Source: an optimization exercise on an open RTL-to-GDS flow (aim: small area, a short achievable clock period and few clock cycles per item). Production flows keep margins and buffers that such runs may drop.

==> 04-07 <==
// CNC
module CNC(
    clk,
    rst_n,
    IN_VALID,
    MODE,
    IN,
    OUT_VALID,
    OUT
    );
Settings: LEC_CHECK=0, CAP_MARGIN=20, CORE_MARGIN=2, CORE_UTILIZATION=65, SETUP_SLACK_MARGIN=3.8, SLEW_MARGIN=20, SYNTH_HIERARCHICAL=1, SYNTH_MINIMUM_KEEP_SIZE=0; clock period 7.5 ns.
standard.sh (not shown) runs the stock make flow with config.mk's settings and CLKGATE_MAP_FILE= SYNTH_SCRIPT=/design/flow/synth_recipe.tcl, a recipe that flattens the netlist after the stock synthesis.
==> flow/flow/run.sh <==
#!/bin/bash
set -euo pipefail
export BUFFER_PORTS_ARGS="-buffer_cell sky130_fd_sc_hd__buf_2"
bash standard.sh > flow_make.log 2>&1
==> 01-04: changes against 04-07 <==
--- a/flow/design.v
+++ b/flow/design.v
@@ -307,152 +307,17 @@
     wire ts66, tc66;
 CNC_fa uts66 (.a(tc31), .b(ts49), .c(tc48), .s(ts66), .co(tc66));
     wire ts67, tc67;
 CNC_fa uts67 (.a(ts34), .b(ts50), .c(tc49), .s(ts67), .co(tc67));
     wire ts68, tc68;
 CNC_fa uts68 (.a(tc34), .b(ts51), .c(tc50), .s(ts68), .co(tc68));
     wire [16:0] R0 = {ts68, ts67, ts66, tc64, tc63, tc62, tc61, tc60, tc59, tc58, tc57, tc56, tc55, tc54, tc53, tc52, A1[0]};
     wire [16:0] R1 = {tc67, tc66, tc65, ts65, ts64, ts63, ts62, ts61, ts60, ts59, ts58, ts57, ts56, ts55, ts54, ts53, ts52};
-    wire [16:0] cp, cg, cc;
-    CNC_x2 ucp0 (.a(R0[0]), .b(R1[0]), .s(cp[0]));
-    CNC_an ucg0 (.a(R0[0]), .b(R1[0]), .y(cg[0]));
-    CNC_x2 ucp1 (.a(R0[1]), .b(R1[1]), .s(cp[1]));
-    CNC_an ucg1 (.a(R0[1]), .b(R1[1]), .y(cg[1]));
-    CNC_x2 ucp2 (.a(R0[2]), .b(R1[2]), .s(cp[2]));
-    CNC_an ucg2 (.a(R0[2]), .b(R1[2]), .y(cg[2]));
-    CNC_x2 ucp3 (.a(R0[3]), .b(R1[3]), .s(cp[3]));
-    CNC_an ucg3 (.a(R0[3]), .b(R1[3]), .y(cg[3]));
-    CNC_x2 ucp4 (.a(R0[4]), .b(R1[4]), .s(cp[4]));
-    CNC_an ucg4 (.a(R0[4]), .b(R1[4]), .y(cg[4]));
-    CNC_x2 ucp5 (.a(R0[5]), .b(R1[5]), .s(cp[5]));
-    CNC_an ucg5 (.a(R0[5]), .b(R1[5]), .y(cg[5]));
-    CNC_x2 ucp6 (.a(R0[6]), .b(R1[6]), .s(cp[6]));
-    CNC_an ucg6 (.a(R0[6]), .b(R1[6]), .y(cg[6]));
-    CNC_x2 ucp7 (.a(R0[7]), .b(R1[7]), .s(cp[7]));
-    CNC_an ucg7 (.a(R0[7]), .b(R1[7]), .y(cg[7]));
-    CNC_x2 ucp8 (.a(R0[8]), .b(R1[8]), .s(cp[8]));
-    CNC_an ucg8 (.a(R0[8]), .b(R1[8]), .y(cg[8]));
-    CNC_x2 ucp9 (.a(R0[9]), .b(R1[9]), .s(cp[9]));
-    CNC_an ucg9 (.a(R0[9]), .b(R1[9]), .y(cg[9]));
-    CNC_x2 ucp10 (.a(R0[10]), .b(R1[10]), .s(cp[10]));
-    CNC_an ucg10 (.a(R0[10]), .b(R1[10]), .y(cg[10]));
-    CNC_x2 ucp11 (.a(R0[11]), .b(R1[11]), .s(cp[11]));
-    CNC_an ucg11 (.a(R0[11]), .b(R1[11]), .y(cg[11]));
-    CNC_x2 ucp12 (.a(R0[12]), .b(R1[12]), .s(cp[12]));
-    CNC_an ucg12 (.a(R0[12]), .b(R1[12]), .y(cg[12]));
-    CNC_x2 ucp13 (.a(R0[13]), .b(R1[13]), .s(cp[13]));
-    CNC_an ucg13 (.a(R0[13]), .b(R1[13]), .y(cg[13]));
-    CNC_x2 ucp14 (.a(R0[14]), .b(R1[14]), .s(cp[14]));
-    CNC_an ucg14 (.a(R0[14]), .b(R1[14]), .y(cg[14]));
-    CNC_x2 ucp15 (.a(R0[15]), .b(R1[15]), .s(cp[15]));
-    CNC_an ucg15 (.a(R0[15]), .b(R1[15]), .y(cg[15]));
-    CNC_x2 ucp16 (.a(R0[16]), .b(R1[16]), .s(cp[16]));
-    CNC_an ucg16 (.a(R0[16]), .b(R1[16]), .y(cg[16]));
-    wire gg1_0 = cg[1] | (cp[1] & cg[0]);
-    wire pp1_0x = cp[1] & cp[0];
-    wire gg3_2 = cg[3] | (cp[3] & cg[2]);
-    wire pp3_2x = cp[3] & cp[2];
-    wire gg5_4 = cg[5] | (cp[5] & cg[4]);
-    wire pp5_4x = cp[5] & cp[4];
-    wire gg7_6 = cg[7] | (cp[7] & cg[6]);
-    wire pp7_6x = cp[7] & cp[6];
-    wire gg9_8 = cg[9] | (cp[9] & cg[8]);
-    wire pp9_8x = cp[9] & cp[8];
-    wire gg11_10 = cg[11] | (cp[11] & cg[10]);
-    wire pp11_10x = cp[11] & cp[10];
-    wire gg13_12 = cg[13] | (cp[13] & cg[12]);
-    wire pp13_12x = cp[13] & cp[12];
-    wire gg15_14 = cg[15] | (cp[15] & cg[14]);
-    wire pp15_14x = cp[15] & cp[14];
-    wire gg2_0 = cg[2] | (cp[2] & gg1_0);
-    wire pp2_0x = cp[2] & pp1_0x;
-    wire gg3_0 = gg3_2 | (pp3_2x & gg1_0);
-    wire pp3_0x = pp3_2x & pp1_0x;
-    wire gg6_4 = cg[6] | (cp[6] & gg5_4);
-    wire pp6_4x = cp[6] & pp5_4x;
-    wire gg7_4 = gg7_6 | (pp7_6x & gg5_4);
-    wire pp7_4x = pp7_6x & pp5_4x;
-    wire gg10_8 = cg[10] | (cp[10] & gg9_8);
-    wire pp10_8x = cp[10] & pp9_8x;
-    wire gg11_8 = gg11_10 | (pp11_10x & gg9_8);
-    wire pp11_8x = pp11_10x & pp9_8x;
-    wire gg14_12 = cg[14] | (cp[14] & gg13_12);
-    wire pp14_12x = cp[14] & pp13_12x;
-    wire gg15_12 = gg15_14 | (pp15_14x & gg13_12);
-    wire pp15_12x = pp15_14x & pp13_12x;
-    wire gg4_0 = cg[4] | (cp[4] & gg3_0);
-    wire pp4_0x = cp[4] & pp3_0x;
-    wire gg5_0 = gg5_4 | (pp5_4x & gg3_0);
-    wire pp5_0x = pp5_4x & pp3_0x;
-    wire gg6_0 = gg6_4 | (pp6_4x & gg3_0);
-    wire pp6_0x = pp6_4x & pp3_0x;
-    wire gg7_0 = gg7_4 | (pp7_4x & gg3_0);
-    wire pp7_0x = pp7_4x & pp3_0x;
-    wire gg12_8 = cg[12] | (cp[12] & gg11_8);
-    wire pp12_8x = cp[12] & pp11_8x;
-    wire gg13_8 = gg13_12 | (pp13_12x & gg11_8);
-    wire pp13_8x = pp13_12x & pp11_8x;
-    wire gg14_8 = gg14_12 | (pp14_12x & gg11_8);
-    wire pp14_8x = pp14_12x & pp11_8x;
-    wire gg15_8 = gg15_12 | (pp15_12x & gg11_8);
-    wire pp15_8x = pp15_12x & pp11_8x;
-    wire gg8_0 = cg[8] | (cp[8] & gg7_0);
-    wire pp8_0x = cp[8] & pp7_0x;
-    wire gg9_0 = gg9_8 | (pp9_8x & gg7_0);
-    wire pp9_0x = pp9_8x & pp7_0x;
-    wire gg10_0 = gg10_8 | (pp10_8x & gg7_0);
-    wire pp10_0x = pp10_8x & pp7_0x;
-    wire gg11_0 = gg11_8 | (pp11_8x & gg7_0);
-    wire pp11_0x = pp11_8x & pp7_0x;
-    wire gg12_0 = gg12_8 | (pp12_8x & gg7_0);
-    wire pp12_0x = pp12_8x & pp7_0x;
-    wire gg13_0 = gg13_8 | (pp13_8x & gg7_0);
-    wire pp13_0x = pp13_8x & pp7_0x;
-    wire gg14_0 = gg14_8 | (pp14_8x & gg7_0);
-    wire pp14_0x = pp14_8x & pp7_0x;
-    wire gg15_0 = gg15_8 | (pp15_8x & gg7_0);
-    wire pp15_0x = pp15_8x & pp7_0x;
-    wire gg16_0 = cg[16] | (cp[16] & gg15_0);
-    wire pp16_0x = cp[16] & pp15_0x;
-    assign cc[0] = 1'b0;
-    assign cc[1] = cg[0];
-    assign cc[2] = gg1_0;
-    assign cc[3] = gg2_0;
-    assign cc[4] = gg3_0;
-    assign cc[5] = gg4_0;
-    assign cc[6] = gg5_0;
-    assign cc[7] = gg6_0;
-    assign cc[8] = gg7_0;
-    assign cc[9] = gg8_0;
-    assign cc[10] = gg9_0;
-    assign cc[11] = gg10_0;
-    assign cc[12] = gg11_0;
-    assign cc[13] = gg12_0;
-    assign cc[14] = gg13_0;
-    assign cc[15] = gg14_0;
-    assign cc[16] = gg15_0;
-    wire [16:0] M;
-    CNC_x2 ucs0 (.a(cp[0]), .b(cc[0]), .s(M[0]));
-    CNC_x2 ucs1 (.a(cp[1]), .b(cc[1]), .s(M[1]));
-    CNC_x2 ucs2 (.a(cp[2]), .b(cc[2]), .s(M[2]));
-    CNC_x2 ucs3 (.a(cp[3]), .b(cc[3]), .s(M[3]));
-    CNC_x2 ucs4 (.a(cp[4]), .b(cc[4]), .s(M[4]));
-    CNC_x2 ucs5 (.a(cp[5]), .b(cc[5]), .s(M[5]));
-    CNC_x2 ucs6 (.a(cp[6]), .b(cc[6]), .s(M[6]));
-    CNC_x2 ucs7 (.a(cp[7]), .b(cc[7]), .s(M[7]));
-    CNC_x2 ucs8 (.a(cp[8]), .b(cc[8]), .s(M[8]));
-    CNC_x2 ucs9 (.a(cp[9]), .b(cc[9]), .s(M[9]));
-    CNC_x2 ucs10 (.a(cp[10]), .b(cc[10]), .s(M[10]));
-    CNC_x2 ucs11 (.a(cp[11]), .b(cc[11]), .s(M[11]));
-    CNC_x2 ucs12 (.a(cp[12]), .b(cc[12]), .s(M[12]));
-    CNC_x2 ucs13 (.a(cp[13]), .b(cc[13]), .s(M[13]));
-    CNC_x2 ucs14 (.a(cp[14]), .b(cc[14]), .s(M[14]));
-    CNC_x2 ucs15 (.a(cp[15]), .b(cc[15]), .s(M[15]));
-    CNC_x2 ucs16 (.a(cp[16]), .b(cc[16]), .s(M[16]));
+    wire [16:0] M = R0 + R1;
 always @(posedge clk) begin
     OUT <= M;
     g    <= p4 & mul;
     a1en <= p3 | (p4 & mul) | ((p1 | p2) & !mul);
     P[15:9] <= OUT[15:9];
     P[8:0]  <= p3 ? X + OUT[8:0] : OUT[8:0];
     BO  <= vo;
     BT  <= vt;
@@ -491,21 +356,16 @@
 assign s = a ^ b ^ c;
 assign co = (a & b) | (a & c) | (b & c);
 endmodule
 module CNC_x2(a, b, s);
 input a, b;
 output s;
 assign s = a ^ b;
 endmodule
-module CNC_an(a, b, y);
-input a, b;
-output y;
-assign y = a & b;
-endmodule
 module CNC_mj(a, b, c, co);
 input a, b, c;
 output co;
 assign co = (a & b) | (a & c) | (b & c);
 endmodule
 module CNC_ha(a, b, s, co);
 input a, b;
 output s, co;
==> reports/qor.yml <==
vias_per_cell: 6.034
required_ps: 7820
place_inst: 855
multi_input_area_share: 0.6891
holdPathEnd: "P[15]"
detailedPlace.worstSlack_ps: 3639
signal_buffers: 35
dr_total_vias: 5280
synthXorXnorAreaFrac: 0.2076
critPathTopFamily: "adder cells"
status: "timing/DRC/antenna clean"
syn_nets: 816
# the run above: 01-04

==> reports/qor.yml <==
h-tree-depth: 3
wl_met3_microns: 853
syn_nets: 782
die_w_microns: 103.6
detailedPlace.worstSlack_ps: 3493
place_inst: 839
critPathTopFamily: "XOR/XNOR gates"
holdPathEnd: "P[10]"
seq_share: 0.2227
multi_input_area_share: 0.6713
dr_total_vias: 5052
path_depth: 16
signal_buffers: 43
taps: 133
synthXorXnorAreaFrac: 0.2403
synth_top_area_frac: 0.2265
status: "timing/DRC/antenna clean"
path_cells: "a22oi_1, xnor2_1, xor2_1, xor2_1, maj3_2, maj3_2, xor2_1, xor2_1, xor2_2, nand3_1, o22ai_1, o21ai_1, o311ai_2, nand2_1, o21ai_1, xor2_1"
vias_per_cell: 5.827
required_ps: 7790
# the run above: 04-07

No functional check of the RTL was part of any run of this note.

==> static timing again, ports no longer ideal <==
How much do the figures lean on ideal ports? The routed layouts below were timed once more, with nothing changed but the port constraints.
Step 1 assumes that a clkbuf_16 drives the clock port and a buf_2 every other input.
Step 2 adds t to the input delays and takes it off the output delays; t is the mean of the earliest and latest rising clock arrival at the registers after step 1. Input paths then give back, and output paths get back, about the clock's delay inside the block.
Three values: no drivers, after step 1, after step 2; two values: the first two.
run | t, ns | slack for setup (ns) | slew at the worst register clock pin (ns) | worst slew at a driven data input, ns | pins driven straight from the clock port
04-07 | 0.394 | 3.794 / 3.794 / 3.768 | 0.09 / 0.09 | 0.03 | 1
01-04 | 0.408 | 3.881 / 3.881 / 3.881 | 0.10 / 0.10 | 0.03 | 1
After both steps every run listed still meets setup and hold. The setup slack of 04-07, which loses most, moves by 0.000 ns with the drivers and by -0.026 ns with both steps.
